This design comes from an exercise in tuning for small area, a short achievable clock period and few clock cycles per item on the open sky130 flow, not from production work. At most, simulation tests tie the RTL to the original design; equivalence was not proved. Only the layout flow was run in run 2; the RTL was not checked for function there. Power is estimated from default activity; no workload was simulated.

`flow/flow/run.sh`:
```
#!/bin/bash
set -e
cd "$(dirname "$0")/.."
cp standard.sh flow_standard_copy.sh.log
echo "export BUFFER_PORTS_ARGS = -buffer_cell sky130_fd_sc_hd__buf_2" >> config.mk
bash standard.sh > standard_sh.log 2>&1
```
`flow/standard.sh`:
```
#!/bin/bash
# synth_recipe.tcl (not shown) runs the flow's synth.tcl, then flattens the netlist and writes it again
# the make line also repeats each setting of config.mk as NAME=value (left out here)
make -C /OpenROAD-flow-scripts/flow DESIGN_CONFIG=/design/flow/config.mk WORK_HOME=/design/flow/orfs CLKGATE_MAP_FILE= SYNTH_SCRIPT=/design/flow/synth_recipe.tcl "${@:-finish}"
```
`flow/config.mk`:
```
export PLATFORM = sky130hd
export DESIGN_NAME = ALU_64
export DESIGN_NICKNAME = ALU_64
export VERILOG_FILES = /design/flow/design.v
export SDC_FILE = /design/flow/constraint.sdc
export NUM_CORES = 4
export LEC_CHECK = 0
export CAP_MARGIN = 20
export CORE_MARGIN = 2
export CORE_UTILIZATION = 40
export PLACE_DENSITY = 0.6
export SETUP_SLACK_MARGIN = 2.5
export SLEW_MARGIN = 20
export BUFFER_PORTS_ARGS = -buffer_cell sky130_fd_sc_hd__buf_2
```
`flow/constraint.sdc`:
```
create_clock -name core_clock -period 7.0 [get_ports {clk}]
set_input_delay 1.4000 -clock core_clock [delete_from_list [all_inputs] [get_ports {clk}]]
set_output_delay 1.4000 -clock core_clock [all_outputs]
set_load 0.01 [all_outputs]
```
`flow/design.v`:
```
module fac (
  input x,
  input y,
  input c_in,
  output z,
  output c_out
);
  assign z = x ^ y ^ c_in;
  assign c_out = x & y | x & c_in | y & c_in;
endmodule
module rca8 (
  input [7:0]x,
  input [7:0]y,
  input c_in,
  output [7:0]z,
  output c_out
);
  generate
    wire intern_carry[6:0];
    genvar i;
    for(i = 0 ; i < 8 ; i = i + 1) begin: instances
      if(i == 0)
        fac inst(.x(x[0]), .y(y[0]), .c_in(c_in), .z(z[0]), .c_out(intern_carry[0]));
      else if(i == 7)
        fac inst(.x(x[7]), .y(y[7]), .c_in(intern_carry[6]), .z(z[7]), .c_out(c_out));
      else
        fac inst(.x(x[i]), .y(y[i]), .c_in(intern_carry[i-1]), .z(z[i]), .c_out(intern_carry[i]));
    end
  endgenerate
endmodule
module csea_level (
  input [7:0]x,
  input [7:0]y,
  input previous_c_out,
  output [7:0]z,
  output next_c_out
);
  wire [7:0]z_0;
  wire [7:0]z_1;
  wire c_out_0;
  wire c_out_1;
  rca8 adder_0 (
    .x(x),
    .y(y),
    .c_in(1'b0),
    .z(z_0),
    .c_out(c_out_0)
  );
  rca8 adder_1 (
    .x(x),
    .y(y),
    .c_in(1'b1),
    .z(z_1),
    .c_out(c_out_1)
  );
  mux2to1 #(.w(8)) sum_mux (
    .in_0(z_0),
    .in_1(z_1),
    .sel(previous_c_out),
    .out(z)
  );
  mux2to1 #(.w(1)) carry_mux (
    .in_0(c_out_0),
    .in_1(c_out_1),
    .sel(previous_c_out),
    .out(next_c_out)
  );
endmodule
module ml_csea_8 #(parameter w = 64)(
  input [w-1:0]x,
  input [w-1:0]y,
  input c_in,
  output [w-1:0]z
);
  generate
    wire [((w-1)/8 - 1):0]intern_carry;
    genvar i;
    for(i = 0 ; i < (w-1)/8 ; i = i + 1) begin: instances
      if(i == 0)
        rca8 adder( .x(x[7:0]), .y(y[7:0]), .c_in(c_in), .z(z[7:0]), .c_out(intern_carry[0]) );
      else if(i == (w-1)/8 - 1)
      begin
        csea_level ml_adder( .x(x[w-2:w-9]), .y(y[w-2:w-9]), .previous_c_out(intern_carry[(w-1)/8 - 2]), .z(z[w-2:w-9]), .next_c_out(intern_carry[(w-1)/8 - 1]) );
        fac adder( .x(x[w-1]), .y(y[w-1]), .c_in(intern_carry[(w-1)/8 - 1]), .z(z[w-1]), .c_out() );
      end
      else
        csea_level ml_adder( .x(x[8*i+7:8*i]), .y(y[8*i+7:8*i]), .previous_c_out(intern_carry[i-1]), .z(z[8*i+7:8*i]), .next_c_out(intern_carry[i]) );
    end
  endgenerate
endmodule
module mux2to1 #(parameter w = 1)(
  input [w-1:0]in_0,
  input [w-1:0]in_1,
  input sel,
  output [w-1:0]out
);
  assign out = sel ? in_1 : in_0;
endmodule
module mux4to1 #(parameter w = 64)(
  input [w-1:0]in_0,
  input [w-1:0]in_1,
  input [w-1:0]in_2,
  input [w-1:0]in_3,
  input [1:0]sel,
  output reg [w-1:0]out
);
  always @(*) begin
    case(sel)
      2'b00: out = in_0;
      2'b01: out = in_1;
      2'b10: out = in_2;
      default: out = in_3;
    endcase
  end
endmodule
module mux8to1 #(parameter w = 64) ( 
  input [w-1:0]in_0,
  input [w-1:0]in_1,
  input [w-1:0]in_2,
  input [w-1:0]in_3,
  input [w-1:0]in_4,
  input [w-1:0]in_5,
  input [w-1:0]in_6,
  input [w-1:0]in_7,
  input [2:0]sel,
  output reg [w-1:0]out
);
  always @(*) begin
    case(sel)
      3'b000: out = in_0;
      3'b001: out = in_1;
      3'b010: out = in_2;
      3'b011: out = in_3;
      3'b100: out = in_4;
      3'b101: out = in_5;
      3'b110: out = in_6;
      default: out = in_7;
    endcase
  end
endmodule
module bitwise_and (
  input in_0,
  input in_1,
  output and_
);
  assign and_ = in_0 & in_1;
endmodule
module bitwise_nand (
  input in_0,
  input in_1,
  output nand_
);
  assign nand_ = ~(in_0 & in_1);
endmodule
module bitwise_or (
  input in_0,
  input in_1,
  output or_
);
  assign or_ = in_0 | in_1;
endmodule
module bitwise_nor (
  input in_0,
  input in_1,
  output nor_
);
  assign nor_ = ~(in_0 | in_1);
endmodule
module bitwise_xor (
  input in_0,
  input in_1,
  output xor_
);
  assign xor_ = in_0 ^ in_1;
endmodule
module bitwise_xnor (
  input in_0,
  input in_1,
  output xnor_
);
  assign xnor_ = ~(in_0 ^ in_1);
endmodule
module bitwise_not (
  input in,
  output not_
);
  assign not_ = ~in;
endmodule
module and_wordgate #(parameter w = 64)(
  input [w-1:0]in_0,
  input [w-1:0]in_1,
  output [w-1:0]AND
);
  generate
    genvar i;
    for(i = 0 ; i < w ; i = i + 1) begin: and_gates
      bitwise_and gate(.in_0(in_0[i]), .in_1(in_1[i]), .and_(AND[i]));
    end
  endgenerate
endmodule
module nand_wordgate #(parameter w = 64)(
  input [w-1:0]in_0,
  input [w-1:0]in_1,
  output [w-1:0]NAND
);
  generate
    genvar i;
    for(i = 0 ; i < w ; i = i + 1) begin: nand_gates
      bitwise_nand gate(.in_0(in_0[i]), .in_1(in_1[i]), .nand_(NAND[i]));
    end
  endgenerate
endmodule
module or_wordgate #(parameter w = 64)(
  input [w-1:0]in_0,
  input [w-1:0]in_1,
  output [w-1:0]OR
);
  generate
    genvar i;
    for(i = 0 ; i < w ; i = i + 1) begin: or_gates
      bitwise_or gate(.in_0(in_0[i]), .in_1(in_1[i]), .or_(OR[i]));
    end
  endgenerate
endmodule
module nor_wordgate #(parameter w = 64)(
  input [w-1:0]in_0,
  input [w-1:0]in_1,
  output [w-1:0]NOR
);
  generate
    genvar i;
    for(i = 0 ; i < w ; i = i + 1) begin: nor_gates
      bitwise_nor gate(.in_0(in_0[i]), .in_1(in_1[i]), .nor_(NOR[i]));
    end
  endgenerate
endmodule
module xor_wordgate #(parameter w = 64)(
  input [w-1:0]in_0,
  input [w-1:0]in_1,
  output [w-1:0]XOR
);
  generate
    genvar i;
    for(i = 0 ; i < w ; i = i + 1) begin: xor_gates
      bitwise_xor gate(.in_0(in_0[i]), .in_1(in_1[i]), .xor_(XOR[i]));
    end
  endgenerate
endmodule
module xnor_wordgate #(parameter w = 64)(
  input [w-1:0]in_0,
  input [w-1:0]in_1,
  output [w-1:0]XNOR
);
  generate
    genvar i;
    for(i = 0 ; i < w ; i = i + 1) begin: xnor_gates
      bitwise_xnor gate(.in_0(in_0[i]), .in_1(in_1[i]), .xnor_(XNOR[i]));
    end
  endgenerate
endmodule
module not_wordgate #(parameter w = 64)(
  input [w-1:0]in,
  output [w-1:0]NOT
);
  generate
    genvar i;
    for(i = 0 ; i < w ; i = i + 1) begin: not_gates
      bitwise_not gate(.in(in[i]), .not_(NOT[i]));
    end
  endgenerate
endmodule
module logic_unit (
  input [63:0]in_0,
  input [63:0]in_1,
  input [2:0]sel,
  output [63:0]out
);
  wire [63:0]and_out;
  wire [63:0]nand_out;
  wire [63:0]or_out;
  wire [63:0]nor_out;
  wire [63:0]xor_out;
  wire [63:0]xnor_out;
  wire [63:0]not_out;
  and_wordgate uut_and (
    .in_0(in_0),
    .in_1(in_1),
    .AND(and_out)
  );
  nand_wordgate uut_nand (
    .in_0(in_0),
    .in_1(in_1),
    .NAND(nand_out)
  );
  or_wordgate uut_or (
    .in_0(in_0),
    .in_1(in_1),
    .OR(or_out)
  );
  nor_wordgate uut_nor (
    .in_0(in_0),
    .in_1(in_1),
    .NOR(nor_out)
  );
  xor_wordgate uut_xor (
    .in_0(in_0),
    .in_1(in_1),
    .XOR(xor_out)
  );
  xnor_wordgate uut_xnor (
    .in_0(in_0),
    .in_1(in_1),
    .XNOR(xnor_out)
  );
  not_wordgate uut_not (
    .in(sel[0] ? in_1 : in_0),
    .NOT(not_out)
  );
  mux8to1 uut_mux (
    .in_0(and_out),
    .in_1(nand_out),
    .in_2(or_out),
    .in_3(nor_out),
    .in_4(xor_out),
    .in_5(xnor_out),
    .in_6(not_out),
    .in_7(not_out),
    .sel(sel),
    .out(out)
  );
endmodule
module sll (
  input [127:0]in,
  output [127:0]out
);
  assign out = {in[126:0], 1'b0};
endmodule
module srl (
  input [127:0]in,
  output [127:0]out
);
  assign out = {1'b0, in[127:1]};
endmodule
module sla (
  input [127:0]in,
  output [127:0]out
);
  assign out = {in[126:0], 1'b0};
endmodule
module sra (
  input [127:0]in,
  output [127:0]out
);
  assign out = {in[127], in[127:1]};
endmodule
module rotl (
  input [127:0]in,
  output [127:0]out
);
  assign out = {in[126:0], in[127]};
endmodule
module rotr (
  input [127:0]in,
  output [127:0]out
);
  assign out = {in[0], in[127:1]};
endmodule
module shift_rotate_unit (
  input [127:0]in,
  input [2:0]sel,
  output [127:0]out
);
  wire [127:0]sll_out;
  wire [127:0]srl_out;
  wire [127:0]sla_out;
  wire [127:0]sra_out;
  wire [127:0]rotl_out;
  wire [127:0]rotr_out;
  sll uut_sll (
    .in(in),
    .out(sll_out)
  );
  srl uut_srl (
    .in(in),
    .out(srl_out)
  );
  sla uut_sla (
    .in(in),
    .out(sla_out)
  );
  sra uut_sra (
    .in(in),
    .out(sra_out)
  );
  rotl uut_rotl (
    .in(in),
    .out(rotl_out)
  );
  rotr uut_rotr (
    .in(in),
    .out(rotr_out)
  );
  mux8to1 #(.w(128)) uut_mux (
    .in_0(sll_out),
    .in_1(srl_out),
    .in_2(sla_out),
    .in_3(sra_out),
    .in_4(rotl_out),
    .in_5(rotr_out),
    .in_6(128'b0),
    .in_7(128'b0),
    .sel(sel),
    .out(out)
  );
endmodule
module reg_M #(parameter w = 64)(
  input clk,
  input rst_b,
  input c0,
  input [w-1:0]inbus,
  output reg [w-1:0]q
);
  always@(posedge clk or negedge rst_b) begin
    if(!rst_b)
      q <= 0;
    else if(c0)
      q <= inbus;
  end
endmodule
module reg_A #(parameter w = 65)(
  input clk,
  input rst_b,
  input c0,
  input c2,
  input c10,
  input c5,
  input c8,
  input Q_msb,
  input [w-1:0]sum,
  output reg [w-2:0]outbus,
  output reg [w-1:0]q
);
  always@(posedge clk or negedge rst_b) begin
    if(!rst_b) 
      q <= 0;
    else if(c0)
      q <= 0;
    else if(c2)
      q <= sum;
    else if(c10)
      q <= {q[w-1], q[w-1:1]};
    else if(c8)
      q <= {q[w-2:0], Q_msb};
  end
  always @(*) begin
    if(c5) 
      outbus = q[w-2:0];
    else 
      outbus = {(w-1){1'b0}};
  end
endmodule
module reg_Q #(parameter w = 64)(
  input clk,
  input rst_b,
  input c1,
  input c10,
  input c6,
  input c8,
  input c9,
  input [w-1:0]inbus,
  input A_lsb,
  output reg [w-1:0]outbus,
  output reg [w-1:0]q
);
  always @(posedge clk or negedge rst_b) begin
    if(!rst_b)
      q <= 0;
    else if (c1)
      q <= inbus;
    else if(c10)
      q <= {A_lsb, q[w-1:1]};
    else if(c8)
      q <= {q[w-2:0], 1'b0};
    else if(c9)
      q[0] <= 1;
  end
  always @(*) begin
    if(c6) 
      outbus = q;
    else 
      outbus = {w{1'b0}};
  end
endmodule
module reg_Q_1(
  input clk,
  input rst_b,
  input c0,
  input c4,
  input Q_lsb,
  output reg q
);
  always @(posedge clk or negedge rst_b) begin
    if(!rst_b)
      q <= 0;
    else if(c0)
      q <= 0;
    else if(c4)
      q <= Q_lsb;
  end
endmodule
module counter (
  input clk,
  input rst_b,
  input c0,
  input c4,
  output count63
);
  reg [5:0]count;
  always@(posedge clk or negedge rst_b) begin
    if(!rst_b) 
      count <= 0;
    else if(c0)
      count <= 0;
    else if(c4)
      count <= count + 1;
  end
  assign count63 = count[0] & count[1] & count[2] & count[3] & count[4] & count[5];
endmodule
  module control_unit(
  input clk,
  input rst_b,
  input bgn,
  input [1:0]opcode,
  input q_1,
  input q0,
  input a64,
  input count63,
  output reg c0,
  output reg c1,
  output reg c2,
  output reg c3,
  output reg c4,
  output reg c5,
  output reg c6,
  output reg c7,
  output reg c8,
  output reg c9,
  output reg c10,
  output reg stop
);
  localparam ADDITION = 2'b00;
  localparam SUBSTRACTION = 2'b01;
  localparam MULTIPLICATION = 2'b10;
  localparam DIVISION = 2'b11;
  localparam S0 = 4'b0000;
  localparam S1_A = 4'b0001;
  localparam S2_A = 4'b0010;
  localparam S3_A = 4'b0011;
  localparam S4_A = 4'b0100;
  localparam S1_S = 4'b0001;
  localparam S2_S = 4'b0010;
  localparam S3_S = 4'b0011;
  localparam S4_S = 4'b0100;
  localparam S1_M = 4'b0001;
  localparam S2_M = 4'b0010;
  localparam S3_M = 4'b0011;
  localparam S4_M = 4'b0100;
  localparam S5_M = 4'b0101;
  localparam S6_M = 4'b0110;
  localparam S7_M = 4'b0111;
  localparam S8_M = 4'b1000;
  localparam S1_D = 4'b0001;
  localparam S2_D = 4'b0010;
  localparam S3_D = 4'b0011;
  localparam S4_D = 4'b0100;
  localparam S5_D = 4'b0101;
  localparam S7_D = 4'b0111;
  localparam S8_D = 4'b1000;
  reg [3:0] st;
  reg [3:0] st_nxt;
  always@(*) begin
    stop = 0;
    c0 = 0;
    c1 = 0;
    c2 = 0;
    c3 = 0;
    c4 = 0;
    c5 = 0;
    c6 = 0;
    c7 = 0;
    c8 = 0;
    c9 = 0;
    c10 = 0;
    st_nxt = S0;
    case(opcode)
      ADDITION:
      begin
        c7 = 1;
        case(st)
        S0: 
        begin 
          if(bgn) 
            st_nxt = S1_A;
          else 
            st_nxt = S0;
        end
        S1_A:
        begin
          c0 = 1;
          st_nxt = S2_A;
        end
        S2_A:
        begin
          c1 = 1;
          st_nxt = S3_A;
        end
        S3_A:
        begin
          c2 = 1;
          st_nxt = S4_A;
        end
        S4_A:
        begin
          c5 = 1;
          stop = 1;
          st_nxt = S0;
        end
        default:
          st_nxt = S0;
        endcase
      end
      SUBSTRACTION:
      begin
        c7 = 1;
        case(st)
        S0: 
        begin 
          if(bgn) 
            st_nxt = S1_S;
          else 
            st_nxt = S0;
        end
        S1_S:
        begin
          c0 = 1;
          st_nxt = S2_S;
        end
        S2_S:
        begin
          c1 = 1;
          st_nxt = S3_S;
        end
        S3_S:
        begin
          c2 = 1;
          c3 = 1;
          st_nxt = S4_S;
        end
        S4_S:
        begin
          c5 = 1;
          stop = 1;
          st_nxt = S0;
        end
        default:
          st_nxt = S0;
        endcase
      end
      MULTIPLICATION:
      begin
        case(st)
        S0: 
        begin 
          if(bgn) 
            st_nxt = S1_M;
          else 
            st_nxt = S0;
          end
        S1_M:
        begin
          c0 = 1;
          st_nxt = S2_M;
        end 
        S2_M: 
        begin 
          c1 = 1; 
          st_nxt = S8_M;
        end
        S8_M: 
        begin 
          if(q0 == 0 && q_1 == 1)
            st_nxt = S3_M;
          else if(q0 == 1 && q_1 == 0) 
            st_nxt = S4_M;
          else 
            st_nxt = S5_M;   
        end
        S3_M: 
        begin
          c2 = 1;
          st_nxt = S5_M;
        end
        S4_M: 
        begin
          c2 = 1;
          c3 = 1;
          st_nxt = S5_M;
        end
        S5_M:
        begin
          c4 = 1;
          c10 = 1;
          if(count63 == 0)
            st_nxt = S8_M;
          else 
            st_nxt = S6_M;
        end    
        S6_M: 
        begin
          c5 = 1;
          st_nxt = S7_M;
        end  
        S7_M:
        begin
          c6 = 1;
          stop = 1;
          st_nxt = S0;
        end
        default:
          st_nxt = S0;
        endcase
      end
      DIVISION:
      begin
        case(st)
        S0: 
        begin 
          if(bgn) 
            st_nxt = S1_D;
          else 
            st_nxt = S0;
        end
        S1_D:
        begin
          c0 = 1;
          st_nxt = S2_D;
        end
        S2_D:
        begin
          c1 = 1;
          st_nxt = S3_D;
        end
        S3_D:
        begin
          c8 = 1;
          st_nxt = S4_D;
        end
        S4_D:
        begin
          c2 = 1;
          c3 = 1;
          st_nxt = S5_D;
        end
        S5_D:
        begin
          c4 = 1;
          if(a64)
            c2 = 1;
          else
            c9 = 1;
          if(!count63)
            st_nxt = S3_D;
          else
            st_nxt = S7_D;
        end
        S7_D:
        begin
          c5 = 1;
          st_nxt = S8_D;
        end
        S8_D:
        begin
          c6 = 1;
          stop = 1;
          st_nxt = S0;
        end
        default:
          st_nxt = S0;
      endcase
    end
    endcase
  end
  always@(posedge clk or negedge rst_b) begin
    if(!rst_b)
      st <= S0;
    else 
      st <= st_nxt;
  end
endmodule
module arithmetic_unit (
  input clk,
  input bgn,
  input rst_b,
  input [1:0]opcode,  
  input [63:0]inbus,
  output stop, 
  output [63:0]outbus
);
  wire c0;
  wire c1;
  wire c2;
  wire c3;
  wire c4;
  wire c5;
  wire c6;
  wire c7;
  wire c8;
  wire c9;
  wire c10;
  wire q_1;
  wire count63;
  wire [63:0]M;
  wire [64:0]A;
  wire [63:0]Q;
  wire [64:0]M_ext;
  wire [64:0]out_parallel;
  wire [64:0]out_xor;
  wire [63:0]outbus_A;
  wire [63:0]outbus_Q;
  reg_M  uut_M (
    .clk(clk),
    .rst_b(rst_b),
    .c0(c0), 
    .inbus(inbus), 
    .q(M)
  );
  reg_A uut_A (
    .clk(clk), 
    .rst_b(rst_b), 
    .c0(c0), 
    .c2(c2), 
    .c10(c10), 
    .c5(c5), 
    .c8(c8),
    .sum(out_parallel), 
    .Q_msb(Q[63]),
    .q(A), 
    .outbus(outbus_A)
  );
  reg_Q uut_Q (
    .clk(clk), 
    .rst_b(rst_b), 
    .c1(c1), 
    .c10(c10), 
    .c6(c6), 
    .c8(c8),
    .c9(c9),
    .A_lsb(A[0]), 
    .inbus(inbus), 
    .q(Q),
    .outbus(outbus_Q)
  );
  reg_Q_1 uut_Q_1 (
    .clk(clk), 
    .rst_b(rst_b), 
    .c0(c0), 
    .c4(c4), 
    .Q_lsb(Q[0]), 
    .q(q_1)
  );
  counter uut_counter (
    .clk(clk), 
    .rst_b(rst_b), 
    .c0(c0), 
    .c4(c4), 
    .count63(count63)
  );
  control_unit uut_control_unit ( 
    .clk(clk), 
    .rst_b(rst_b), 
    .bgn(bgn), 
    .opcode(opcode),
    .q_1(q_1), 
    .q0(Q[0]), 
    .count63(count63),
    .a64(A[64]),
    .c0(c0), 
    .c1(c1), 
    .c2(c2), 
    .c3(c3), 
    .c4(c4), 
    .c5(c5), 
    .c6(c6), 
    .c7(c7),
    .c8(c8),
    .c9(c9),
    .c10(c10),
    .stop(stop)
  );
  assign M_ext = {~opcode[0] & M[63], M};
  xor_wordgate #(.w(65)) uut_xor (
    .in_0({65{c3}}), 
    .in_1(M_ext), 
    .XOR(out_xor)
  );
  ml_csea_8 #(.w(65)) uut_adder (
    .x(out_xor), 
    .y(c7 ? {1'b0, Q} : A), 
    .c_in(c3), 
    .z(out_parallel)
  );
  assign outbus = outbus_A | outbus_Q;
endmodule
module ALU_64 (
  input clk,
  input rst_b,
  input bgn,
  input [63:0]in_0,
  input [63:0]in_1,
  input [4:0]sel,
  output stop,
  output [63:0]out
);
  reg s_ldx, s_ldy, s_run, s_div, s_corr, s_hi, s_last;
  wire s_idle = ~(s_ldx | s_ldy | s_run | s_div | s_corr | s_hi | s_last);
  reg [1:0] op;        
  reg       out_q;     
  reg [6:0] cnt_a;     
  reg [6:0] cnt_b;     
  reg [5:0] lx;        
  reg       xz;        
  reg [1:0] kx;        
  reg [63:0] M;
  reg [64:0] A;
  reg [63:0] Q;
  reg        q1;
  reg p_in;            
  reg p_aq;            
  reg p_a;             
  reg b_m1;            
  reg b_m2;            
  reg b_inv;           
  wire is_mul = (op == 2'b10);
  wire is_div = (op == 2'b11);
  wire [7:0]  g_nz;
  wire [23:0] g_lz;
  genvar g;
  generate
    for (g = 0; g < 8; g = g + 1) begin : lzg
      wire [7:0] b = in_0[63-8*g -: 8];
      assign g_nz[g] = |b;
      assign g_lz[3*g +: 3] = b[7] ? 3'd0 : b[6] ? 3'd1 : b[5] ? 3'd2 : b[4] ? 3'd3 :
                              b[3] ? 3'd4 : b[2] ? 3'd5 : b[1] ? 3'd6 : 3'd7;
    end
  endgenerate
  reg [6:0] lz;
  integer i;
  always @(*) begin
    lz = 7'd64;
    for (i = 7; i >= 0; i = i - 1)
      if (g_nz[i]) lz = {1'b0, i[2:0], g_lz[3*i +: 3]};
  end
  wire fit16 = (&in_0[63:15]) | ~(|in_0[63:15]);
  wire fit32 = (&in_0[63:31]) | ~(|in_0[63:31]);
  wire fit48 = (&in_0[63:47]) | ~(|in_0[63:47]);
  wire [1:0] kz = fit16 ? 2'd0 : fit32 ? 2'd1 : fit48 ? 2'd2 : 2'd3;
  wire swap = (kz < kx);         
  wire [1:0] kmin = swap ? kz : kx;
  wire [7:0] d     = {2'b00, lx} - {1'b0, cnt_b};
  wire d_neg       = d[7];
  wire d_fast      = ~d_neg & (d[6:0] >= 7'd14);
  wire d_last      = d_fast ? (d[6:1] == 6'd7) : (d[6:1] == 6'd0);
  wire mul_fast = is_mul & (cnt_b == 7'd0);
  wire fast     = mul_fast | (is_div & d_fast);
  wire mul_end  = mul_fast ? (cnt_a == 7'd8) : (cnt_a == 7'd1);
  wire [65:0] add_p = ({66{p_in}} & {2'b00, in_0}) |
                      ({66{p_aq}} & {A, Q[63]}) |
                      ({66{p_a}}  & {A[64], A});
  wire [65:0] b_mag = ({66{b_m1}} & {{2{is_mul & M[63]}}, M}) |
                      ({66{b_m2}} & {M[63], M, 1'b0});
  wire add_inv = b_inv | (s_div & ~A[64]);
  wire [66:0] sum_c = {add_p, 1'b1} + {b_mag ^ {66{add_inv}}, add_inv};
  wire [65:0] sum = sum_c[66:1];
  wire run_to_hi  = is_mul ? mul_end : d_neg;
  wire run_to_div = is_div & ~d_neg & d_last;
  wire div_end    = (cnt_a == 7'd1);
  wire n_ldx  = s_idle & bgn;
  wire n_ldy  = s_ldx;
  wire n_run  = (s_ldy & op[1]) | (s_run & ~run_to_hi & ~run_to_div);
  wire n_div  = (s_run & run_to_div) | (s_div & ~div_end);
  wire n_corr = s_div & div_end & sum[65];
  wire n_hi   = (s_run & run_to_hi) | (s_div & div_end & ~sum[65]) | s_corr;
  wire n_last = (s_ldy & ~op[1]) | s_hi;
  wire [2:0] bd_nxt = s_ldy ? (swap ? {in_0[1:0], 1'b0} : {Q[1:0], 1'b0}) :
                      fast  ? {Q[17:16], q1} : Q[3:1];
  wire bd_zero = (bd_nxt == 3'b000) | (bd_nxt == 3'b111);
  wire bd_two  = (bd_nxt == 3'b011) | (bd_nxt == 3'b100);
  wire n_mstep = n_run & is_mul;
  always @(posedge clk or negedge rst_b) begin
    if (!rst_b) begin
      s_ldx  <= 1'b0;
      s_ldy  <= 1'b0;
      s_run  <= 1'b0;
      s_div  <= 1'b0;
      s_corr <= 1'b0;
      s_hi   <= 1'b0;
      s_last <= 1'b0;
      op     <= 2'b00;
      out_q  <= 1'b0;
    end else begin
      s_ldx  <= n_ldx;
      s_ldy  <= n_ldy;
      s_run  <= n_run;
      s_div  <= n_div;
      s_corr <= n_corr;
      s_hi   <= n_hi;
      s_last <= n_last;
      if (n_ldx) op <= sel[1:0];
      out_q  <= s_hi;
    end
  end
  always @(posedge clk) begin
    p_in  <= n_ldy & ~is_mul;
    p_aq  <= n_div;
    p_a   <= n_run | n_corr;
    b_m1  <= (n_ldy & ~op[1]) | (n_mstep & ~bd_zero & ~bd_two) | n_div | n_corr;
    b_m2  <= n_mstep & bd_two;
    b_inv <= (n_ldy & (op == 2'b01)) | (n_mstep & bd_nxt[2]);
    if (s_ldx) begin
      lx <= lz[6] ? 6'd63 : lz[5:0];
      xz <= lz[6];
      kx <= kz;
    end
    if (s_ldy) begin
      cnt_a <= is_div ? 7'd0 : 7'd32;
      cnt_b <= is_div ? (xz ? 7'd0 : lz) : ({5'd0, kmin} + 7'd1) << 3;
    end
    if (s_run) begin
      if (is_mul) begin
        cnt_a <= cnt_a - (mul_fast ? 7'd8 : 7'd1);
        cnt_b <= cnt_b - {6'd0, ~mul_fast};
      end else begin
        cnt_a <= cnt_a + (d_fast ? 7'd16 : 7'd2);
        cnt_b <= cnt_b + (d_fast ? 7'd16 : 7'd2);
      end
    end
    if (s_div) cnt_a <= cnt_a - 7'd1;
  end
  wire y_to_m = is_mul & ~swap;
  always @(posedge clk) begin
    if (s_ldx | (s_ldy & y_to_m)) M <= in_0;
  end
  wire a_fast = s_run & fast;
  wire a_sh   = s_run & ~fast & ~(is_div & d_neg);
  always @(posedge clk) begin
    if (a_fast)    A <= {{16{A[64]}}, A[64:16]};
    else if (a_sh) A <= {sum[65], sum[65:2]};
    else           A <= sum[64:0];
  end
  always @(posedge clk) begin
    if (s_ldx | (s_ldy & ~y_to_m)) Q <= in_0 & {64{~(s_ldy & is_div)}};
    if (s_ldy) q1 <= 1'b0;
    if (a_fast) Q <= {A[15:0], Q[63:16]};
    if (a_sh) begin
      Q  <= {sum[1:0], Q[63:2]};
      q1 <= Q[1];
    end
    if (s_div) Q <= {Q[62:0], ~sum[65]};
  end
  assign stop = s_last;
  wire [63:0] out_arith = out_q ? Q : A[63:0];
  reg [3:0] t;
  always @(*) begin
    case (sel[2:0])
      3'd0: t = 4'b1000;
      3'd1: t = 4'b0111;
      3'd2: t = 4'b1110;
      3'd3: t = 4'b0001;
      3'd4: t = 4'b0110;
      3'd5: t = 4'b1001;
      3'd6: t = 4'b0011;
      default: t = 4'b0101;
    endcase
  end
  wire en_l  = (sel[4:3] == 2'b01);
  wire en_sl = (sel[4:3] == 2'b10) & ~sel[0] & ~(sel[2] & sel[1]);
  wire en_sr = (sel[4:3] == 2'b10) & sel[0] & ~(sel[2] & sel[1]);
  wire en_ar = (sel[4:3] == 2'b00);
  wire [3:0] te = t & {4{en_l}};
  wire [63:0] sl_src = {in_0[62:0], sel[2] & in_1[63]};
  wire [63:0] sr_src = {in_1[0], in_0[63:1]};
  wire [63:0] lut;
  genvar k;
  generate
    for (k = 0; k < 64; k = k + 1) begin : lb
      wire l0 = in_1[k] ? te[1] : te[0];
      wire l1 = in_1[k] ? te[3] : te[2];
      assign lut[k] = in_0[k] ? l1 : l0;
    end
  endgenerate
  assign out = lut | (sl_src & {64{en_sl}}) | (sr_src & {64{en_sr}}) |
               (out_arith & {64{en_ar}});
endmodule
```
==> reports/results.txt, run 1 <==
For the pin with the worst max-slew slack, the measured transition is 1.112 ns. For this design the top-level I/O count stands at 201. The global routing met3 resource utilization was 0.06808. Final hold analysis gives a worst-case slack of 0.4124 ns. The minimum clock period is 4.537 ns, and the via count of the first global-routing pass is 22,271.

The count of different cell masters after synthesis came out at 99. Synthesis inferred 233 register bits. The net count after synthesis was 2,976; the standard cell core area was 53,600 µm². For the initial antenna violation count, the log shows 7. Once detail routing completed, the nets flagged for antenna violations numbered 0.

At the end of routability-driven placement, the weighted congestion stood at 0.9902. The worst hold path belongs to the class reg -> reg. In the layout the commonest cells are 348 x sky130_fd_sc_hd__nand2_1, 237 x sky130_fd_sc_hd__nor2_1, 209 x sky130_fd_sc_hd__o21ai_0.

The number of buffers inserted by hold repair at cts is 0, and the number of CTS-inserted buffers is 30. For the number of sinks driven by the clock tree, the log shows 233. The tools report the critical path data required time as 5.60 ns. The analysis attributes to cell leakage a power of 10.12 nW. The number of remaining DRC errors was 0; the number of warnings printed during yosys synthesis was 1.

The number of slew-limit violations in the final report is 0, and the finished layout cell area is 25,580 µm². The critical path starts at sel[0]. For the cell area after placement, the log shows 22,810 µm². TritonCTS built the clock tree. Clock-pin slew was measured on the worst setup and hold paths at 0.06 ns. STA classifies the critical path endpoint as an output port. After floorplanning, the core was divided into 85 placement rows. Global routing finished with a remaining overflow of 0. The number of buffer cells added on primary ports works out to 200. After the first detailed-routing iteration, the DRC count stood at 3,516. The fraction of final layout cells with drive strength greater than 1 is 0.1772, and the maximum number of pins on one net before global-route repair is 95. In this design, the stage delay of the slowest critical-path cell is 0.48 ns. Along the worst path, the maximum fanout reaches 9.

Counting the fill cells in the layout gives 5,384. Total negative setup slack: 0 ns. The worst IR drop on VDD is 0.2298 mV, and the detailed placer's ending HPWL is 69,520 µm.

From bottom edge to top edge, the die measures 236.5 µm. The kind of critical path is in -> out. In this run the most used layer during global routing was met2. The met2 demand-to-capacity share in global routing is 0.5514, and the ratio of total power to cell area is 475.6 nW/µm². The final standard cell utilization of the core was 0.4771.

The most numerous cell type found on the critical path is sky130_fd_sc_hd__nand2_1. At the later pin of the worst-skew pair, clock insertion delay measures 0.61 ns. Setup repair after global routing could not meet its margin everywhere.

The area added between synthesis and finish came out at 18.31%. The met1 track demand over resource in global routing was 0.4706. Prior to clock tree synthesis, the placed netlist has a worst setup slack of 1.470 ns.

The final worst-path cycle share is 0.6482, and the routed wire length per instance is 30.41 µm. The clock passes through at most 3 buffers. The initial core utilization was 0.4033. On the critical path, the stage with the largest delay is an instance of sky130_fd_sc_hd__or3_4. STA classifies the critical path startpoint as an input pin.

The run gives 0.3563 as the total global-route track usage. The achievable clock frequency came out at 220.4 MHz. The number of enable-type register cells in the synthesized netlist works out to 153. The library cell used most frequently in the layout, excluding fill and tap cells, is sky130_fd_sc_hd__nand2_1.

The post-synthesis area per instance came out at 7.867 µm². In this run the cell area of the synthesized design comes to 21,620 µm². Dividing the detail-routed via count by the number of cells gives 6.793. For the final setup slack of the worst path, the log shows 2.463 ns. For this run, the leading register cell type out of synthesis is sky130_fd_sc_hd__edfxtp_1.

The die covers 55,920 µm². For this run, the post-layout net count is 3,042. The tools report the relative slew slack as 0.2492. Clock skew on the completed layout was measured at 0.02552 ns. The cell sitting at the root of the clock tree is a sky130_fd_sc_hd__clkbuf_16. In this run the horizontal extent of the chip is 236.5 µm. The first-pass iteration count of the detailed router was 8; the arrival time of data at the critical path endpoint was 3.14 ns. The level count of the clock H-tree was 1. For the reported max-cap violation count, the log shows 0. The critical path goes through buf_4 > or3_4 > and3_4 > nand2_1 > o21ai_0 > o21ai_2 > nand2_1 > buf_2.

The startpoint identified for the worst hold timing path is s_hi. The final layout contains routed wiring with a total length of 107,700 µm. Detailed routing inserted a total of 24,054 vias. The proportion of synthesized flip-flops having asynchronous set or reset is 0.04292.

The sequential area share after synthesis came out at 0.2889. The first global-routing pass estimated 150,000 µm of wire. Counting every instance in the synthesized netlist gives 2,748. For the setup-violating endpoint count in the final report, the log shows 0. The flow ran to the end and the layout has no timing, DRC or antenna violations. The source of the worst register-to-register timing path is A[64].

The tools report the number of hold violations in the final report as 0.
[cell usage after synthesis, types with 65 or more instances]
cell type	count	share of area
sky130_fd_sc_hd__xor2_1	103	0.042
sky130_fd_sc_hd__o211ai_1	103	0.036
sky130_fd_sc_hd__clkbuf_1	196	0.034
sky130_fd_sc_hd__a21oi_1	161	0.037
sky130_fd_sc_hd__a221o_1	66	0.031
sky130_fd_sc_hd__dfxtp_1	70	0.065
sky130_fd_sc_hd__ha_1	89	0.052
sky130_fd_sc_hd__a221oi_1	73	0.030
sky130_fd_sc_hd__mux2i_1	69	0.032
sky130_fd_sc_hd__inv_1	118	0.020
sky130_fd_sc_hd__a21o_1	65	0.023
sky130_fd_sc_hd__nand2_1	352	0.061
sky130_fd_sc_hd__edfxtp_1	153	0.21
sky130_fd_sc_hd__o21ai_0	227	0.053
sky130_fd_sc_hd__nor2_1	250	0.043
[routing by layer]
metal	vias up	routed length, µm	part of all wire
met1	11658	42050	0.39
met3	332	11980	0.11
met5	-	185	0.0017
li1	10444	-	-
met4	6	7064	0.066
met2	1614	46400	0.43
[final timing paths]
check,to,slack (ns),cells after the start
max,out[37],2.46,8
min,out_q,0.41,0
max reg2reg,A[64],2.54,17
min reg2reg,out_q,0.41,0
max in group asynchronous,s_div,6.15,1
min in group asynchronous,out_q,0.64,1
[state kept, by name (all words and copies together), names as in the netlist, 2 cells and up]
| signal | count |
|---|---|
| M | 64 |
| cnt_b | 7 |
| A | 65 |
| op | 2 |
| cnt_a | 7 |
| Q | 64 |
| lx | 6 |
| kx | 2 |
[power by group]
group	total [mW]	leakage [nW]	switching, mW	internal (mW)
clock	1.70	0.518	0.710	0.995
combinational	7.05	7.44	4.31	2.74
sequential	3.41	2.17	1.06	2.34
[worst max-delay path, delay by kind of cell]
kind	cells	cell delay, ns
and+or+nand+nor	4	1.04
AOI/OAI and AO/OA	2	0.33
buffers and inverters	2	0.34
[metrics by stage]
stage	power, mW	cells
2_1_floorplan	7.680	2748
4_1_cts	11.75	3516
3_3_place_gp	9.637	3407
5_1_grt	12.77	3537
6_report	12.16	3541
3_5_place_dp	9.693	3408
[cell families after synthesis]
family                   count (synthesis)  share of synthesized area
AO/OA/AOI/OAI                         1018                     0.3287
buffers and inverters                  386                    0.07049
multiplexers                            71                    0.03316
AND/OR/NAND/NOR                        797                     0.1632
adder cells (fa/ha/maj)                 92                    0.05429
flip-flops                             233                     0.2889
XOR/XNOR                               151                    0.06118
[layout make-up]
class,instances,area (µm²),area share
antenna,7,17.52,0.0006849
clock buffer,39,877.1,0.03429
clock inverter,17,186.4,0.007289
inverter,120,450.4,0.01761
multi-input combinational,2135,14680,0.5738
sequential,233,6272,0.2452
tap,696,870.8,0.03405
timing repair buffer,294,2225,0.08698
[what timing repair did]
action	CTS	global route
setup endpoints to repair	157	217
cloned	9	6
hold endpoints to repair	0	0
buffers inserted	43	11
pin swaps	39	32
resized for setup	110	91
Testbench counts, summed over its fixed seeds: cycles 25,744, ops 2,048.
==> inputs of run 2 (changes only) <==
--- a/flow/design.v
+++ b/flow/design.v
@@ -941,4 +941,7 @@
   reg b_m2;            
   reg b_inv;           
+  reg c_m1;            
+  reg c_m2;            
+  reg c_inv;           
   wire is_mul = (op == 2'b10);
   wire is_div = (op == 2'b11);
@@ -969,17 +972,24 @@
   wire [7:0] d     = {2'b00, lx} - {1'b0, cnt_b};
   wire d_neg       = d[7];
-  wire d_fast      = ~d_neg & (d[6:0] >= 7'd14);
-  wire d_last      = d_fast ? (d[6:1] == 6'd7) : (d[6:1] == 6'd0);
+  wire d_fast      = ~d_neg & (d[6:0] >= 7'd12);
+  wire d_last      = d_fast ? (d[6:2] == 5'd3) : (d[6:2] == 5'd0);
   wire mul_fast = is_mul & (cnt_b == 7'd0);
   wire fast     = mul_fast | (is_div & d_fast);
-  wire mul_end  = mul_fast ? (cnt_a == 7'd8) : (cnt_a == 7'd1);
-  wire [65:0] add_p = ({66{p_in}} & {2'b00, in_0}) |
-                      ({66{p_aq}} & {A, Q[63]}) |
-                      ({66{p_a}}  & {A[64], A});
-  wire [65:0] b_mag = ({66{b_m1}} & {{2{is_mul & M[63]}}, M}) |
-                      ({66{b_m2}} & {M[63], M, 1'b0});
+  wire mul_end  = mul_fast ? (cnt_a == 7'd8) : (cnt_a == 7'd2);
+  wire [67:0] add_p = ({68{p_aq}} & {{2{A[64]}}, A, Q[63]}) |
+                      ({68{p_a}}  & {{3{A[64]}}, A});
+  wire [67:0] b_mag = ({68{b_m1}} & {{4{is_mul & M[63]}}, M}) |
+                      ({68{b_m2}} & {{3{M[63]}}, M, 1'b0});
+  wire [67:0] c_mag = ({68{c_m1}} & {{2{M[63]}}, M, 2'b00}) |
+                      ({68{c_m2}} & {M[63], M, 3'b000});
   wire add_inv = b_inv | (s_div & ~A[64]);
-  wire [66:0] sum_c = {add_p, 1'b1} + {b_mag ^ {66{add_inv}}, add_inv};
-  wire [65:0] sum = sum_c[66:1];
+  wire [67:0] b_op = b_mag ^ {68{add_inv}};
+  wire [67:0] c_op = c_mag ^ {68{c_inv}};
+  wire [67:0] cs_s = add_p ^ b_op ^ c_op;
+  wire [67:0] cs_c = p_in ? {4'b0000, in_0} :
+                     {(add_p[66:0] & b_op[66:0]) | (add_p[66:0] & c_op[66:0]) |
+                      (b_op[66:0] & c_op[66:0]), c_inv};
+  wire [68:0] sum_c = {cs_s, 1'b1} + {cs_c, add_inv};
+  wire [67:0] sum = sum_c[68:1];
   wire run_to_hi  = is_mul ? mul_end : d_neg;
   wire run_to_div = is_div & ~d_neg & d_last;
@@ -989,11 +999,13 @@
   wire n_run  = (s_ldy & op[1]) | (s_run & ~run_to_hi & ~run_to_div);
   wire n_div  = (s_run & run_to_div) | (s_div & ~div_end);
-  wire n_corr = s_div & div_end & sum[65];
-  wire n_hi   = (s_run & run_to_hi) | (s_div & div_end & ~sum[65]) | s_corr;
+  wire n_corr = s_div & div_end & sum[67];
+  wire n_hi   = (s_run & run_to_hi) | (s_div & div_end & ~sum[67]) | s_corr;
   wire n_last = (s_ldy & ~op[1]) | s_hi;
-  wire [2:0] bd_nxt = s_ldy ? (swap ? {in_0[1:0], 1'b0} : {Q[1:0], 1'b0}) :
-                      fast  ? {Q[17:16], q1} : Q[3:1];
-  wire bd_zero = (bd_nxt == 3'b000) | (bd_nxt == 3'b111);
-  wire bd_two  = (bd_nxt == 3'b011) | (bd_nxt == 3'b100);
+  wire [4:0] bd_nxt = s_ldy ? (swap ? {in_0[3:0], 1'b0} : {Q[3:0], 1'b0}) :
+                      fast  ? {Q[19:16], q1} : Q[7:3];
+  wire bd_zero = (bd_nxt[2:0] == 3'b000) | (bd_nxt[2:0] == 3'b111);
+  wire bd_two  = (bd_nxt[2:0] == 3'b011) | (bd_nxt[2:0] == 3'b100);
+  wire cd_zero = (bd_nxt[4:2] == 3'b000) | (bd_nxt[4:2] == 3'b111);
+  wire cd_two  = (bd_nxt[4:2] == 3'b011) | (bd_nxt[4:2] == 3'b100);
   wire n_mstep = n_run & is_mul;
   always @(posedge clk or negedge rst_b) begin
@@ -1027,4 +1039,7 @@
     b_m2  <= n_mstep & bd_two;
     b_inv <= (n_ldy & (op == 2'b01)) | (n_mstep & bd_nxt[2]);
+    c_m1  <= n_mstep & ~cd_zero & ~cd_two;
+    c_m2  <= n_mstep & cd_two;
+    c_inv <= n_mstep & bd_nxt[4];
     if (s_ldx) begin
       lx <= lz[6] ? 6'd63 : lz[5:0];
@@ -1038,9 +1053,9 @@
     if (s_run) begin
       if (is_mul) begin
-        cnt_a <= cnt_a - (mul_fast ? 7'd8 : 7'd1);
-        cnt_b <= cnt_b - {6'd0, ~mul_fast};
+        cnt_a <= cnt_a - (mul_fast ? 7'd8 : 7'd2);
+        cnt_b <= cnt_b - {5'd0, ~mul_fast, 1'b0};
       end else begin
-        cnt_a <= cnt_a + (d_fast ? 7'd16 : 7'd2);
-        cnt_b <= cnt_b + (d_fast ? 7'd16 : 7'd2);
+        cnt_a <= cnt_a + (d_fast ? 7'd16 : 7'd4);
+        cnt_b <= cnt_b + (d_fast ? 7'd16 : 7'd4);
       end
     end
@@ -1055,5 +1070,5 @@
   always @(posedge clk) begin
     if (a_fast)    A <= {{16{A[64]}}, A[64:16]};
-    else if (a_sh) A <= {sum[65], sum[65:2]};
+    else if (a_sh) A <= {sum[67], sum[67:4]};
     else           A <= sum[64:0];
   end
@@ -1063,8 +1078,8 @@
     if (a_fast) Q <= {A[15:0], Q[63:16]};
     if (a_sh) begin
-      Q  <= {sum[1:0], Q[63:2]};
-      q1 <= Q[1];
+      Q  <= {sum[3:0], Q[63:4]};
+      q1 <= Q[3];
     end
-    if (s_div) Q <= {Q[62:0], ~sum[65]};
+    if (s_div) Q <= {Q[62:0], ~sum[67]};
   end
   assign stop = s_last;
==> run 2 against run 1 <==
Still clean on timing, DRC and antenna. Combinational power increased by about 20%. Die area increased by 17%. Core utilization decreased by 0.35 points. Hold slack improved by 0.046 ns. Clock skew decreased by 0.013 ns. Power increased by 12%. Sequential power increased by 1%. Synthesized cell count increased by 18%. Largest cell class unchanged. Largest power group unchanged.
==> reports/results.txt, run 2 <==
The via count of the first global-routing pass was 25,294 (was 22,271); the ratio of total power to cell area was 459.4 nW/µm² (was 475.6 nW/µm²). The tools report the count of different cell masters after synthesis as 82 (was 99). Series of cell instances along the critical path: inv_1 > ha_1 > inv_1 > fa_1 > a211oi_1 > o21bai_1 > a21oi_1 > xnor2_1 > a311oi_4 > o21a_4 > buf_8 > nand2_1 > a311oi_1 > a21o_1 (was buf_4 > or3_4 > and3_4 > nand2_1 > o21ai_0 > o21ai_2 > nand2_1 > buf_2). For the number of non-filler instances in the completed layout, the log shows 4,173 (was 3,541).

The switching share of total power works out to 0.5107 (was 0.5002). The number of enable-type register cells in the synthesized netlist was 153 (unchanged). Arrival time of data at the critical path endpoint: 5.06 ns (was 3.14 ns). The level count of the clock H-tree is 1 (unchanged).

The final standard cell utilization of the core is 0.4736 (was 0.4771), and the post-synthesis register bit count is 236 (was 233). Largest registers ranked by flip-flop count: A (65), M (64), Q (64) (unchanged). The number of CTS-inserted buffers is 31 (was 30), and the clock network power share is 0.129 (was 0.140). Buffer type at the clock tree root: sky130_fd_sc_hd__clkbuf_16 (unchanged). Post-placement cell count: 4,029 (was 3,408). The area added between synthesis and finish is 17.60% (was 18.31%).

The tools report the standard cell core area as 62,850 µm² (was 53,600 µm²). The tools report the kind of end point of the critical path as a register (was an output port). The number of antenna-violating nets in the routed design came out at 0 (unchanged).

Slew at the pin closest to its max-slew limit: 0.9698 ns (was 1.112 ns). The final worst-path cycle share works out to 0.6508 (was 0.6482). The tools report the worst flop-to-flop path endpoint as Q[0] (was A[64]). For the total via count in the routed design, the log shows 26,993 (was 24,054).

Slowest cell on the critical path: sky130_fd_sc_hd__a311oi_4 (was sky130_fd_sc_hd__or3_4). The run finished with no timing, DRC or antenna violations. The total negative setup slack is 0 ns (unchanged), and the synthesized instance count is 3,234 (was 2,748). Cell type with the largest total area after synthesis: sky130_fd_sc_hd__edfxtp_1 (unchanged). The sequential cell fraction of total power was 0.253 (was 0.280). The startpoint of the most critical hold path is s_hi (unchanged). The logs give 1.018 (was 0.9902) for the global placer's final weighted congestion and 29,770 µm² (was 25,580 µm²) for the finished layout cell area. The routed wire length per instance came out at 28.35 µm (was 30.41 µm). The number of stages on the worst hold path works out to 0 (unchanged).

Most used cells in the layout excluding fill and tap cells: 415 x sky130_fd_sc_hd__nand2_1, 290 x sky130_fd_sc_hd__a21oi_1, 209 x sky130_fd_sc_hd__nor2_1 (was 348 x sky130_fd_sc_hd__nand2_1, 237 x sky130_fd_sc_hd__nor2_1, 209 x sky130_fd_sc_hd__o21ai_0). The post-synthesis area per instance was 7.827 µm² (was 7.867 µm²); the first-pass iteration count of the detailed router was 7 (was 8). The die area was 65,310 µm² (was 55,920 µm²). Setup repair after global routing could not meet its margin everywhere. Maximum number of pins on one net before global-route repair: 103 (was 95). The sequential area share after synthesis is 0.2491 (was 0.2889).

The startpoint kind of the worst setup timing path was a register (was an input pin). The reported max-cap violation count was 0 (unchanged); the violation count after the first detailed-routing iteration was 3,649 (was 3,516). The logs give 0 (unchanged) for the number of remaining DRC errors and 7.50 ns (was 5.60 ns) for the critical path data required time. Cell types occupying the most area after synthesis: sky130_fd_sc_hd__edfxtp_1 18%, sky130_fd_sc_hd__xnor2_1 6.6%, sky130_fd_sc_hd__nand2_1 6.2% (was sky130_fd_sc_hd__edfxtp_1 21%, sky130_fd_sc_hd__dfxtp_1 6.5%, sky130_fd_sc_hd__nand2_1 6.1%). The number of warnings printed during yosys synthesis was 1 (unchanged); the number of buffers on the longest clock path was 3 (unchanged). The register name with the most flops was A (unchanged).

Minimum clock period: 4.556 ns (was 4.537 ns). The final worst clock skew is 0.01296 ns (was 0.02552 ns), and the clock latency at the later pin of the worst-skew pair is 0.64 ns (was 0.61 ns). Flop-to-flop setup slack: 2.44 ns (was 2.54 ns). TritonCTS built the clock tree. For the number of hold violations in the final report, the log shows 0 (unchanged).

Leading post-synthesis cells by instance count: 421 x sky130_fd_sc_hd__nand2_1, 311 x sky130_fd_sc_hd__a21oi_1, 222 x sky130_fd_sc_hd__o21ai_0 (was 352 x sky130_fd_sc_hd__nand2_1, 250 x sky130_fd_sc_hd__nor2_1, 227 x sky130_fd_sc_hd__o21ai_0). The tools report the detailed placer's ending HPWL as 82,620 µm (was 69,520 µm). The total detailed-routing wirelength was 118,300 µm (was 107,700 µm). The internal power summed over all cells was 6.692 mW (was 6.080 mW). The tools report the net count after synthesis as 3,527 (was 2,976).

The logic gate share of total power is 0.618 (was 0.580). Source of the worst register-to-register timing path: lx[0] (was A[64]). The leading cell type in the layout, fill and taps excluded was sky130_fd_sc_hd__nand2_1 (unchanged). The run gives 0 (unchanged) as the number of slew-limit violations in the final report.

Horizontal die dimension: 255.6 µm (was 236.5 µm). For the synthesized area, the log shows 25,310 µm² (was 21,620 µm²). The terminating pin of the worst hold path was out_q (unchanged). The tools report the wire length of the first global-routing pass as 170,000 µm (was 150,000 µm). The class of the most critical hold timing path was reg -> reg (unchanged). The relative slew slack was 0.3534 (was 0.2492); the global-route congestion overflow total was 0 (unchanged). For the power spent charging and discharging nets, the log shows 6.985 mW (was 6.084 mW). The tools report the cell area after placement as 26,630 µm² (was 22,810 µm²). Leading register cell type out of synthesis: sky130_fd_sc_hd__edfxtp_1 (unchanged).

The proportion of synthesized flip-flops having asynchronous set or reset was 0.04237 (was 0.04292). The logs give 4 (was 7) for the initial antenna violation count and 236 (was 233) for the number of sinks driven by the clock tree. The biggest cell delay along the critical path is 0.65 ns (was 0.48 ns), and the via count normalized by instance count is 6.468 (was 6.793). The kind of critical path was reg -> reg (was in -> out).

Dominant cell type by count on the critical path: sky130_fd_sc_hd__inv_1 (was sky130_fd_sc_hd__nand2_1). The vertical die dimension was 255.6 µm (was 236.5 µm); the largest driver fanout on the critical path was 59 (was 9). The worst-case reg-to-reg path depth is 14 (was 17). Clock transition time at the flip-flop clock pins of the worst setup and hold paths: 0.06 ns (about the same).

Static leakage: 11.20 nW (was 10.12 nW). The run gives 3,592 (was 3,042) as the net count of the finished layout. The setup-violating endpoint count in the final report was 0 (unchanged); the number of buffers inserted by hold repair at cts was 0 (unchanged). The tools report the initial core utilization as 0.4028 (was 0.4033).

The top-level I/O count is 201 (unchanged). Worst IR drop on VDD: 0.2763 mV (was 0.2298 mV). The total global-route track usage is 0.3408 (was 0.3563), and the fraction of final layout cells with drive strength greater than 1 is 0.1826 (was 0.1772).

The number of buffer cells added on primary ports was 200 (unchanged); the achievable clock frequency was 219.5 MHz (was 220.4 MHz). The count of standard-cell rows is 92 (was 85), and the number of flip-flops in the largest register is 65 (unchanged). The most used standard cell by instance count after synthesis is sky130_fd_sc_hd__nand2_1 (unchanged). The area share of the leading cell type in the synthesized netlist is 0.1815 (was 0.2125).
-- run 2: cell types whose count changed after synthesis, moves of 69 or more --
cell / change
sky130_fd_sc_hd__xnor2_1: +142
sky130_fd_sc_hd__nand2_1: +69
sky130_fd_sc_hd__xor2_1: -79
sky130_fd_sc_hd__a21oi_1: +150
sky130_fd_sc_hd__a22oi_1: +125
-- run 2: power groups by stage --
stage               clock network (mW)  logic (mW)  registers, mW
CTS                               1.76        7.65           3.39
global placement                     0        7.28           3.44
detailed placement                   0        7.26           3.43
global route                      1.81        9.13           3.46
finish                            1.76        8.46           3.46
floorplan                            0        5.57           2.71
-- run 2: final cells by class --
| class | count | area (µm²) |
|---|---|---|
| diodes | 3 | 7.507 |
| clock buffers | 46 | 965.9 |
| inverters | 164 | 636.9 |
| clock inverters | 12 | 131.4 |
| well taps | 846 | 1059 |
| flip-flops and latches | 236 | 6341 |
| fillers | 6220 | 33080 |
| repair buffers | 316 | 2277 |
| multi-input cells | 2550 | 18350 |
-- run 2: what timing repair did --
item | in CTS | in global routing
setup endpoints to repair | 229 | 196
pin swaps | 25 | 61
endpoints found under the hold margin | 0 | 0
resized for setup | 107 | 163
buffers inserted | 32 | 41
cloned | 6 | 4
-- run 2: cell families (layout without fill, tap and decap cells) --
logic type | count (synthesis) | after routing | share of synthesized area
AOI/OAI and AO/OA | 1129 | 1131 | 0.2879
and+or+nand+nor | 896 | 902 | 0.1598
buffers and inverters | 456 | 538 | 0.07143
DFF | 236 | 236 | 0.2491
xor gates and xnor gates | 214 | 214 | 0.07404
adders and majority gates | 157 | 157 | 0.09777
muxes | 146 | 146 | 0.05991
other | 0 | 3 | 0
-- run 2: worst max path at each step --
stage / start / endpoint / depth (start not counted)
detailed placement: s_div / A[64] / 16
global route: lx[0] / Q[0] / 14
global placement: s_div / A[64] / 17
finish: lx[0] / Q[0] / 14
floorplan: A[64] / A[53] / 18
CTS: lx[0] / Q[0] / 14
-- run 2: critical path: cells and delay by family (launching register included) --
family          cells  cell delay [ns]
xor+xnor            1             0.16
buf+inv             3             0.59
compound gates      7             2.57
flops               1             0.38
fa+ha+maj           2             0.59
simple gates        1             0.10
-- run 2: per-layer routing --
metal / vias to the layer above / share of wire / track usage
met5: - / 0.00040 / 0
met4: 6 / 0.067 / 0.1883
met3: 457 / 0.11 / 0.07863
met2: 1775 / 0.43 / 0.5265
met1: 12803 / 0.39 / 0.4398
li1: 11952 / - / -
-- run 2: through the flow --
step / power, mW / hold WS [ns] / worst slack, ns
after floorplan: 8.287 / 0.3766 / 2.505
after global placement: 10.72 / 0.4630 / 1.457
after detailed placement: 10.69 / 0.4451 / 1.413
after CTS: 12.80 / 0.4604 / 2.390
after global routing: 14.40 / 0.4739 / 2.420
final: 13.68 / 0.4582 / 2.444
==> inputs of run 3 (changes only) <==
--- a/flow/design.v
+++ b/flow/design.v
@@ -931,4 +931,5 @@
   reg       xz;        
   reg [1:0] kx;        
+  reg       x_mul;     
   reg [63:0] M;
   reg [64:0] A;
@@ -968,6 +969,6 @@
   wire fit48 = (&in_0[63:47]) | ~(|in_0[63:47]);
   wire [1:0] kz = fit16 ? 2'd0 : fit32 ? 2'd1 : fit48 ? 2'd2 : 2'd3;
-  wire swap = (kz < kx);         
-  wire [1:0] kmin = swap ? kz : kx;
+  wire swap = ~x_mul;            
+  wire [1:0] kmin = x_mul ? kx : kz;
   wire [7:0] d     = {2'b00, lx} - {1'b0, cnt_b};
   wire d_neg       = d[7];
@@ -983,5 +984,5 @@
   wire [67:0] c_mag = ({68{c_m1}} & {{2{M[63]}}, M, 2'b00}) |
                       ({68{c_m2}} & {M[63], M, 3'b000});
-  wire add_inv = b_inv | (s_div & ~A[64]);
+  wire add_inv = b_inv;
   wire [67:0] b_op = b_mag ^ {68{add_inv}};
   wire [67:0] c_op = c_mag ^ {68{c_inv}};
@@ -1038,5 +1039,6 @@
     b_m1  <= (n_ldy & ~op[1]) | (n_mstep & ~bd_zero & ~bd_two) | n_div | n_corr;
     b_m2  <= n_mstep & bd_two;
-    b_inv <= (n_ldy & (op == 2'b01)) | (n_mstep & bd_nxt[2]);
+    b_inv <= (n_ldy & (op == 2'b01)) | (n_mstep & bd_nxt[2]) |
+             (n_div & ~(s_div & sum[67]));
     c_m1  <= n_mstep & ~cd_zero & ~cd_two;
     c_m2  <= n_mstep & cd_two;
@@ -1046,4 +1048,5 @@
       xz <= lz[6];
       kx <= kz;
+      x_mul <= ~kz[1];
     end
     if (s_ldy) begin
==> run 3 against run 2 <==
Still clean on timing, DRC and antenna. Global-route usage is 3.2 points higher. Sequential power rose by 5%. Clock power rose by 8%. Clock-buffer cell count fell by 2. Power up 4.1%. Die area down 2.0%. Critical path type is now in -> out. Critical endpoint is now out[44]. Highest routed layer is now met4.
==> reports/results.txt, run 3 <==
The run finished with no timing, DRC or antenna violations. The tools report the count of standard-cell rows as 91 (was 92). Series of cell instances along the critical path: buf_4 > a21o_1 > nor3b_2 > buf_12 > a222oi_1 > o211ai_1 > buf_2 (was inv_1 > ha_1 > inv_1 > fa_1 > a211oi_1 > o21bai_1 > a21oi_1 > xnor2_1 > a311oi_4 > o21a_4 > buf_8 > nand2_1 > a311oi_1 > a21o_1).

The number of hold violations in the final report is 0 (unchanged). Setup repair after global routing could not meet its margin everywhere. The achievable clock frequency was 212.7 MHz (was 219.5 MHz); the area share of the leading cell type in the synthesized netlist was 0.1866 (was 0.1815). The total chip power is 14.24 mW (was 13.68 mW), and the finished layout cell area is 29,190 µm² (was 29,770 µm²). Class of the most critical hold timing path: reg -> reg (unchanged). The total global-route track usage was 0.3724 (was 0.3408). The startpoint of the most critical hold path was s_hi (unchanged). Number of antenna-violating nets in the routed design: 0 (unchanged). The total of fill cells in the finished design came out at 6,077 (was 6,220).

The area added between synthesis and finish is 17.75% (was 17.60%). The via count of the first global-routing pass is 25,899 (was 25,294), and the biggest cell delay along the critical path is 0.87 ns (was 0.65 ns). The post-synthesis register bit count was 237 (was 236).

Leading post-synthesis cells by instance count: 402 x sky130_fd_sc_hd__nand2_1, 305 x sky130_fd_sc_hd__a21oi_1, 234 x sky130_fd_sc_hd__clkbuf_1 (was 421 x sky130_fd_sc_hd__nand2_1, 311 x sky130_fd_sc_hd__a21oi_1, 222 x sky130_fd_sc_hd__o21ai_0). The tools report the level count of the clock H-tree as 2 (was 1). Startpoint kind of the worst setup timing path: an input pin (was a register). Proportion of synthesized flip-flops having asynchronous set or reset: 0.04219 (was 0.04237). The logs give 0 (unchanged) for the setup-violating endpoint count in the final report and 0 (unchanged) for the number of slew-limit violations in the final report.

The tools report the worst setup timing slack at the placement stage as 1.106 ns (was 1.413 ns). The worst-case reg-to-reg path depth came out at 17 (was 14). The run gives 10.77 nW (was 11.20 nW) as the static leakage. The die area is 63,980 µm² (was 65,310 µm²), and the first-pass iteration count of the detailed router is 8 (was 7). The final setup slack of the worst path was 2.298 ns (was 2.444 ns). The ratio of total power to cell area came out at 487.7 nW/µm² (was 459.4 nW/µm²).

Largest driver fanout on the critical path: 30 (was 59). The top-level I/O count came out at 201 (unchanged). The count of different cell masters after synthesis was 80 (was 82). The area of the multi-input gates is 17,760 µm² (was 18,350 µm²), and the arrival time of data at the critical path endpoint is 3.30 ns (was 5.06 ns). Maximum number of pins on one net before global-route repair: 114 (was 103). The kind of critical path is in -> out (was reg -> reg).

The post-route worst hold slack is 0.4393 ns (was 0.4582 ns), and the critical path depth is 7 (was 14). The run gives 1.015 (was 1.018) as the global placer's final weighted congestion. For the detailed placer's ending HPWL, the log shows 86,390 µm (was 82,620 µm). The highest metal layer with signal wires was met4 (was met5). The flop-to-flop setup slack was 2.52 ns (was 2.44 ns); the slew at the pin closest to its max-slew limit was 1.197 ns (was 0.9698 ns). Standard cell core area: 61,480 µm² (was 62,850 µm²). The leading cell type in the layout, fill and taps excluded was sky130_fd_sc_hd__nand2_1 (unchanged). Footprint of the flip-flops and latches: 6377 µm² (was 6341 µm²). The clock transition time at the flip-flop clock pins of the worst setup and hold paths was 0.06 ns (about the same); the total detailed-routing wirelength was 123,200 µm (was 118,300 µm).

The number of buffers inserted by hold repair at cts was 0 (unchanged). Most used cells in the layout excluding fill and tap cells: 395 x sky130_fd_sc_hd__nand2_1, 284 x sky130_fd_sc_hd__a21oi_1, 216 x sky130_fd_sc_hd__o21ai_0 (was 415 x sky130_fd_sc_hd__nand2_1, 290 x sky130_fd_sc_hd__a21oi_1, 209 x sky130_fd_sc_hd__nor2_1). Largest registers ranked by flip-flop count: A (65), M (64), Q (64) (unchanged).

The net count of the finished layout was 3,523 (was 3,592). The length of routed wiring on met1 came out at 48,780 µm (was 45,840 µm). The cell type with the largest total area after synthesis was sky130_fd_sc_hd__edfxtp_1 (unchanged).

Kind of end point of the critical path: an output port (was a register). The gate family responsible for the most delay along the worst path was compound AO/OA/AOI/OAI gates (unchanged). The source of the worst register-to-register timing path is b_m1 (was lx[0]). The vertical die dimension works out to 252.9 µm (was 255.6 µm). The leading register cell type out of synthesis was sky130_fd_sc_hd__edfxtp_1 (unchanged). The number of sinks driven by the clock tree was 237 (was 236); the final worst-path cycle share was 0.6718 (was 0.6508).

Synthesized instance count: 3,170 (was 3,234). The count of buffer and inverter cells on the critical path was 3 (unchanged); the global-route congestion overflow total was 0 (unchanged). The post-synthesis area per instance works out to 7.820 µm² (was 7.827 µm²).

The run gives 3,882 (was 3,649) as the violation count after the first detailed-routing iteration. First element of the critical path: sel[1] (was lx[0]). Horizontal die dimension: 252.9 µm (was 255.6 µm).

The slowest cell on the critical path is sky130_fd_sc_hd__a222oi_1 (was sky130_fd_sc_hd__a311oi_4). The tools report the initial antenna violation count as 1 (was 4). The run gives 26,150 µm² (was 26,630 µm²) as the cell area after placement. The wire length of the first global-routing pass was 175,600 µm (was 170,000 µm); the clock latency at the later pin of the worst-skew pair was 0.59 ns (was 0.64 ns). Routed wire length per instance: 30.43 µm (was 28.35 µm). The capture point of the critical path was out[44] (was Q[0]).

The fraction of final layout cells with drive strength greater than 1 was 0.1821 (was 0.1826). The run gives 0.02806 ns (was 0.01296 ns) as the final worst clock skew. Buffer type at the clock tree root: sky130_fd_sc_hd__clkbuf_16 (unchanged). The critical path data required time was 5.60 ns (was 7.50 ns). The run gives 12,230 µm (was 13,560 µm) as the met3 routed wirelength. The run gives 3,462 (was 3,527) as the net count after synthesis. The number of flip-flops in the largest register came out at 65 (unchanged). The via count normalized by instance count was 6.674 (was 6.468). The run gives 24,790 µm² (was 25,310 µm²) as the synthesized area. The sequential area share after synthesis came out at 0.2556 (was 0.2491). The run gives 55,550 µm (was 50,930 µm) as the met2 wire length. The initial core utilization is 0.4032 (was 0.4028). For the worst IR drop on VDD, the log shows 0.3785 mV (was 0.2763 mV).

Cell types occupying the most area after synthesis: sky130_fd_sc_hd__edfxtp_1 19%, sky130_fd_sc_hd__a21oi_1 6.2%, sky130_fd_sc_hd__nand2_1 6.1% (was sky130_fd_sc_hd__edfxtp_1 18%, sky130_fd_sc_hd__xnor2_1 6.6%, sky130_fd_sc_hd__nand2_1 6.2%). The total negative setup slack is 0 ns (unchanged), and the number of buffer cells added on primary ports is 200 (unchanged). The number of warnings printed during yosys synthesis was 1 (unchanged). The tools report the total via count in the routed design as 27,010 (was 26,993). The number of remaining DRC errors is 0 (unchanged), and the antenna cell count is 0 (was 3). The number of buffers on the longest clock path came out at 3 (unchanged).

The worst flop-to-flop path endpoint was s_hi (was Q[0]). For the relative slew slack, the log shows 0.1944 (was 0.3534). Most used standard cell by instance count after synthesis: sky130_fd_sc_hd__nand2_1 (unchanged). The minimum clock period was 4.702 ns (was 4.556 ns). The number of CTS-inserted buffers came out at 34 (was 31). Register name with the most flops: A (unchanged). Reported max-cap violation count: 0 (unchanged). TritonCTS built the clock tree.

Number of enable-type register cells in the synthesized netlist: 154 (was 153).
[run 3: cell count changes after synthesis, sizes merged, moves of 12 or more]
cell / previous run / this run
a21o: 45 / 31
o22ai: 7 / 21
xnor2: 190 / 124
nand2: 421 / 403
a31oi: 39 / 27
buf: 70 / 49
clkbuf: 222 / 236
xor2: 24 / 90
[run 3: worst register-to-register path: stages, from the launching register on]
cell                      delay, ns
sky130_fd_sc_hd__dfxtp_4       0.39
sky130_fd_sc_hd__buf_6         0.23
sky130_fd_sc_hd__a22oi_1       0.15
sky130_fd_sc_hd__xnor2_1       0.16
sky130_fd_sc_hd__fa_1          0.51
sky130_fd_sc_hd__inv_1         0.05
sky130_fd_sc_hd__ha_1          0.36
sky130_fd_sc_hd__nand4_1       0.15
sky130_fd_sc_hd__or3_4         0.39
sky130_fd_sc_hd__or3_4         0.42
sky130_fd_sc_hd__o221a_2       0.35
sky130_fd_sc_hd__nor2_4        0.16
sky130_fd_sc_hd__o21ai_4       0.11
sky130_fd_sc_hd__nand3_4       0.15
sky130_fd_sc_hd__a31oi_4       0.11
sky130_fd_sc_hd__xnor2_2       0.17
sky130_fd_sc_hd__buf_4         0.19
sky130_fd_sc_hd__a311o_1       0.31
[run 3: power breakdown]
| group | internal, mW | switching, mW | total (mW) |
|---|---|---|---|
| combinational | 3.28 | 5.40 | 8.68 |
| sequential | 2.42 | 1.24 | 3.65 |
| clock | 1.12 | 0.776 | 1.90 |
| total | 6.82 | 7.42 | 14.2 |
[run 3: cells by family after synthesis]
kind of cell             count (synthesis)  synth area share
AO/OA/AOI/OAI                         1108            0.2887
AND/OR/NAND/NOR                        868            0.1536
buffers and inverters                  448           0.06834
flip-flops                             237            0.2556
XOR/XNOR                               214           0.07591
adder cells (fa/ha/maj)                156           0.09964
multiplexers                           139           0.05815
[run 3: what timing repair did]
action                                  CTS  global route
buffers inserted                         37            28
pin swaps                                14            28
endpoints found under the setup margin  121           108
resized for setup                       102           143
gates cloned                              2             1
[run 3: through the flow]
step,util,std cells
2_1_floorplan,-,3170
3_3_place_gp,0.4253,3917
3_5_place_dp,0.4253,3917
4_1_cts,0.4600,4018
5_1_grt,0.4747,4047
6_report,0.4747,4047
[run 3: per-layer routing]
layer	GRT usage	vias to the layer above
met3	0.06188	324
met4	0.1782	0
met5	0	-
met2	0.5987	1732
met1	0.4864	13224
li1	-	11730
[run 3: how the worst min path moves through the flow]
| stage | to | slack, ns | cells after the start |
|---|---|---|---|
| floorplan | out_q | 0.37 | 0 |
| global placement | out_q | 0.43 | 0 |
| detailed placement | out_q | 0.42 | 0 |
| CTS | out_q | 0.43 | 0 |
| global route | out_q | 0.46 | 0 |
| finish | out_q | 0.44 | 0 |
[run 3: final cells by class]
| cell class | count | area share |
|---|---|---|
| multi-input cells | 2488 | 0.6083 |
| clock buffers | 44 | 0.03288 |
| clock inverters | 18 | 0.007245 |
| inverters | 163 | 0.02156 |
| flip-flops and latches | 237 | 0.2185 |
| well taps | 790 | 0.03386 |
| repair buffers | 307 | 0.07763 |
Testbench counts of run 3, summed over its fixed seeds: cycles 21,768, ops 2,048.

-- separate check: timing with driven ports --
Ports are ideal in the flow. The routed layouts listed here were re-timed in OpenROAD. Step 1 sets driving cells, clkbuf_16 on the clock port and buf_2 on the other inputs (assumed; they add their load-dependent delay and slew). Step 2 also shifts input and output timing later by t, the mid clock arrival at the registers, as if the neighbouring blocks saw the same clock. a / b / c = ideal ports / drivers / drivers and shift; a / b = the first two.
run	shift t [ns]	setup WS [ns]	clock arrival spread, ns
run 1	0.647	2.463 / 2.441 / 1.870	0.027 / 0.027
run 2	0.692	2.444 / 2.423 / 1.889	0.015 / 0.015
run 3	0.634	2.298 / 2.260 / 1.912	0.030 / 0.030
After both steps setup and hold are still met in every run listed. For run 1, which loses most, drivers alone change the setup slack by -0.022 ns; drivers and shift together by -0.593 ns.
